What follows belongs to an exercise in optimizing a design on an open flow for small area; a production flow would make more cautious choices. Function was not checked in any run shown here: the RTL went through the layout flow alone.

==> flow/design.v (outline; a module is shown in full before it is edited, if it fits) <==
// module fixed_point_mul: 1424 lines
// module mul_fa: 4 lines
// module mul_ha: 4 lines
module fixed_point_mul (
    input  wire        clk,
    input  wire        rst,
    input  wire signed [16:0] A,
    input  wire signed [16:0] B,
    output wire signed [33:0] product,
    output wire        overflow,
    output reg         underflow
);
  // ...
==> flow/run.sh <==
#!/bin/bash
# synth_recipe.tcl (not shown) runs the flow's synth.tcl, then flattens the netlist and writes it again
# the make line also repeats each setting of config.mk as NAME=value (left out here)
make -C /OpenROAD-flow-scripts/flow DESIGN_CONFIG=/design/flow/config.mk WORK_HOME=/design/flow/orfs CLKGATE_MAP_FILE= SYNTH_SCRIPT=/design/flow/synth_recipe.tcl finish
==> flow/config.mk <==
export PLATFORM = sky130hd
export DESIGN_NAME = fixed_point_mul
export DESIGN_NICKNAME = fixed_point_mul
export VERILOG_FILES = /design/flow/design.v
export SDC_FILE = /design/flow/constraint.sdc
export NUM_CORES = 4
export LEC_CHECK = 0
export CAP_MARGIN = 20
export CORE_MARGIN = 2
export CORE_UTILIZATION = 40
export SLEW_MARGIN = 20
export SYNTH_HIERARCHICAL = 1
==> flow/constraint.sdc <==
create_clock -name core_clock -period 7.2 [get_ports {clk}]
set_input_delay 1.4400 -clock core_clock [delete_from_list [all_inputs] [get_ports {clk}]]
set_output_delay 1.4400 -clock core_clock [all_outputs]
set_load 0.01 [all_outputs]
==> impl_results.md, run 1 <==
- HPWL Detailed: 18950 um
- Hold_buf cts: 0
- Post-Synthesis Cells: just under 900
- Post-CTS sizing: 18
- Clk Latency, worst-skew pair: 350 ps
- Outcome: complete, but fails checks
- Min-delay src: a[0]
- Hold Path Sink: pr[0]
- Fmax: about 110 MHz
- First-pass GRT wire length: ~38000 um
- Final setup viols: 19
- Biggest register: pr
- Post-synth EDFFs: 0
- Mux cell area share after synthesis: 0.001234
- Hold path depth: 2
- Area growth, synth to finish: 20.61%
- # IOs: roughly 70
- Worst-path clk slew: around 60 ps
- Worst Setup Start Kind: input pin
- Final Slew Violations: 0
- Post-DRT Antenna Nets: 0
- Nets: approximately 1300
- Setup Buffers After CTS: 6
- Post-Synth XOR/XNOR Area: 0.01152
- Fraction of area in registers: 0.1255
- Port Buffers: 70
- WP data arrival: just over 9000 ps
- Blocking Checks: negative setup slack
- Tap cell count: around 290
- Reg2reg start: r1
- DR WL met2: around 12000 um
- Multi-input gate area: about 7400 sq um
- Worst Slack Setup Final: -1658 ps
- Most common cell type on the critical path: fa_2
- Number of H-tree levels: 3
==> inputs of run 2 (changes only) <==
--- a/flow/design.v
+++ b/flow/design.v
@@ -13,20 +13,20 @@
   wire [16:0] ag;
   wire [33:0] P;
   reg  [33:0] pr;
   always @(posedge clk) begin
     a  <= A;
     b  <= B;
     r1 <= rst;
   end
+  assign ag = a;
   wire clr = rst | r1;
-  assign ag = clr ? 17'd0 : a;
   always @(posedge clk) begin
-    pr        <= P;
+    pr        <= clr ? 34'd0 : P;
     underflow <= 1'b0;
   end
   wire pn_0_0;
   wire pn_0_1;
   wire pn_0_2;
   wire pn_0_3;
   wire pn_0_4;
   wire pn_0_5;
==> run 2 against run 1 <==
Against the previous run:
- still fails the layout checks on negative setup slack
- synthesized cell count grew 2.1%
- synthesized area shrank 0.58%
- final area shrank 1.6%
==> impl_results.md, run 2 <==
- Outcome: complete, but fails checks
- Blocking Checks: negative setup slack
- Relative slew slack: 0.5699
- Top Registers: pr x34, a x17, b x17
- Worst r2r path cells: 25
- Pre-CTS setup slack: -539.2 ps
- Biggest register: pr
- CP required: between 7000 and 8000 ps
- Yosys warnings: 7
- CTS sink cnt: between 60 and 70
- Final setup viols: 14 (-5)
- Min-delay src: r1
- Final Cell Area: 10830 sq um
- Post-Synthesis Cells: 885 (+2.1%)
- Hold_buf cts: 0 (unchanged)
- CTS buffer count: 9
- Crit Path Class: reg2reg
- Final Slew Violations: 0 (unchanged)
- Count leader, synth: nand2_1
- Clk buf depth: 2
- GR peak layer: met2
- Syn_nets: ~1200
- DRC Markers: 0
- HPWL Detailed: 19480 um (+2.8%)
- Final Cycle Share: 1.056
- Max reg flops: 34
- CTS tree: yes
- RSZ-0062 raised after global routing: yes
- Worst Setup Start Kind: flop
- HP Class: reg2reg
- DRT iter0 DRCs: 437
- Post-DRT Antenna Nets: 0 (unchanged)
- First-pass GRT wire length: 40230 um (+5.7%)
- Mapped Area: about 9100 sq um
- Worst Slack Setup Final: -404.6 ps (+1254 ps)
- CORE AREA: between 20000 and 25000 sq um
- Sequential Area: 1398 sq um
- Setup TNS: -3654 ps
- Vias per cell: roughly 5.2
- Initial Util: 0.4045
- Filler cell count: slightly above 2000
- Main synth FF type: dfxtp_1
- R2r setup slk: -400 ps
- Sequential share of the synthesized area: 0.1522
- Fmax: 131.5 MHz (+16%)
- Overall Global Routing Usage: 0.2234
- Multi-input gate area: 7393 sq um (about the same)
- Port Buffers: 70 (unchanged)
- Hold Path Sink: pr[31]
- Top cells by area, synth: fa_1 53%, dfxtp_1 15%, nand2_1 11%, ha_1 4.6%, and2_1 3.5%
- Syn Area/Cell: 10.25 sq um
- Post-synth EDFFs: 0 (unchanged)
- Share of layout cells above drive strength 1: 0.1372
- Clk Latency, worst-skew pair: 360 ps (about the same)
- MaxCap Viol Count: 0
- Synth top cells by count: 265 x nand2_1, 240 x fa_1, 70 x clkbuf_1
- Die H: 154.6 um
- Grt met2 use: 0.3344
- Crit Path Max Fanout: 5
- Wire length per cell: 20.22 um
- DP Cell Count: ~1200
- Area growth, synth to finish: 19.31%
- Die area: roughly 24000 sq um
- Overflow after GRT: 0
- WP data arrival: 7890 ps (-1210 ps)
- Most frequent cells in the layout: 261 x nand2_1, 224 x fa_1, 70 x clkdlybuf4s50_1
- Synth async-reset ratio: 0
- # IOs: 72 (unchanged)
- Clock skew: around 15 ps
- Worst-path clk slew: 60 ps (about the same)
- Distinct cells, synth: 43
- Vias in the first global route: ~7100
- Root buf cell: clkbuf_16
- Met1 Use GR: 0.3272
- Tmin final: ~7600 ps
- Top cell type's share of synthesized area: 0.5295
- Worst reg2reg endpoint: pr[32]
- Placer Congestion: between 0.8 and 0.9
- Critical Path End Type: flop
- Leading cell type in the layout, fill and taps excluded: nand2_1
- Initial antenna violation count: 0
- Drt pass-1 iters: 6
- GR Util met3: 0.05043
- Die W: about 150 um
- Hold path depth: 2 (unchanged)
- Final Hold Fails: 0
- FP Rows: 55
- Synth Register Bits: a little under 70
- Reg2reg start: a[0]
- Area post-placement: between 10000 and 15000 sq um
- Number of H-tree levels: 3 (unchanged)
- Nets: 1267 (-0.24%)
- Pin count of the biggest net entering global routing: 24
- Worst-Margin Slew: between 600 and 700 ps
- Post-route insts no fill: ~1200
- Diodes inserted: 0
- Cell taking the most area after synthesis: fa_1
- Total wire length: around 25000 um
- DR vias: 6516
run 2: cell types whose count changed after synthesis, moves of 6 or more:
cell / delta
nor2_1: +11
clkbuf_1: +43
and2_1: +36
clkbuf_2: -8
nand2_1: +6
buf_2: -20
and3_1: -38
buf_1: -16
run 2: per-module statistics from Yosys, one instance, submodules excluded:
module,flops+latches,times used
fixed_point_mul,69,1
mul_fa,0,239
mul_ha,0,1
run 2: layer usage:
metal,routed length [um],vias up
li1,-,2824
met2,11090,314
met3,2213,35
met4,556,0
met1,11360,3343
met5,0,-
run 2: worst max-delay path, cell delays in order (launching register included):
cell and delay, ps:
dfxtp_4 390, nand2_4 50, fa_2 470, fa_2 360
fa_2 390, fa_2 370, fa_2 360, fa_2 350
fa_2 350, fa_2 350, fa_2 350, fa_2 360
fa_2 340, fa_2 350, fa_2 350, fa_2 350
fa_1 500, inv_2 50, ha_4 160, inv_2 50
fa_2 200, nor2b_2 50, o31a_1 290, o21a_1 230
a221oi_2 260, mux2i_1 200
run 2: how the worst max path moves through the flow:
stage,from,end,slack [ps],depth (start not counted)
2_1_floorplan,a[0],pr[32],-420,27
3_3_place_gp,a[0],pr[32],-500,25
3_5_place_dp,a[0],pr[32],-540,25
4_1_cts,a[0],pr[32],-380,25
5_1_grt,a[2],pr[32],-620,25
6_report,a[0],pr[32],-400,25
run 2: what timing repair did:
item / in CTS / in global routing
endpoints found under the setup margin: 15 / 16
resized for setup: 32 / 5
buffers inserted: 2 / 1
pin swaps: 19 / 5
run 2: cell type report:
cell class | count | area share
clock buffer | 9 | 0.02080
timing repair buffer | 134 | 0.1101
inverter | 52 | 0.01803
sequential | 69 | 0.1291
multi-input combinational | 692 | 0.6830
clock inverter | 6 | 0.006010
tap | 285 | 0.03294
run 2: cells by family after synthesis:
logic type | after synthesis | synth area share
flip-flops | 69 | 0.1522
AND/OR/NAND/NOR | 360 | 0.1721
other | 1 | 0.0004133
buffers and inverters | 124 | 0.05212
adder cells (fa/ha/maj) | 273 | 0.5750
AO/OA/AOI/OAI | 50 | 0.03971
XOR/XNOR | 3 | 0.002896
multiplexers | 5 | 0.005516
run 2: metrics by stage:
stage | utilization | hold slack (ps)
floorplan | - | 557.3
global placement | 0.4622 | 616.1
detailed placement | 0.4622 | 617.6
CTS | 0.4815 | 628.0
global route | 0.4825 | 678.2
finish | 0.4825 | 620.0

[port drivers added, routing unchanged]
The results above use ideal ports. As a check the final layouts listed here were re-extracted and re-timed, cells and wires unchanged. Step 1: set_driving_cell puts a clkbuf_16 on clk and a buf_2 on each other input, an assumption about the parent block. Step 2 adds t to the input delays and takes it off the output delays; t is the mean of the earliest and latest rising clock arrival at the registers after step 1. Input paths then give back, and output paths get back, about the clock's delay inside the block. Three values: ideal, step 1, step 2; two values: the first two.
run | t (ns) | slack for setup (ns) | worst hold slack (ns) | worst register clock-pin slew, ns | worst slew at a driven data input, ns
run 1 | 0.390 | -1.658 / -1.655 / -2.045 | 0.635 / 0.635 / 0.635 | 0.06 / 0.06 | 0.05
run 2 | 0.396 | -0.405 / -0.405 / -0.405 | 0.620 / 0.620 / 0.620 | 0.07 / 0.07 | 0.05
The setup slack of run 1, which loses most, moves by +0.003 ns with the drivers and by -0.387 ns with both steps.
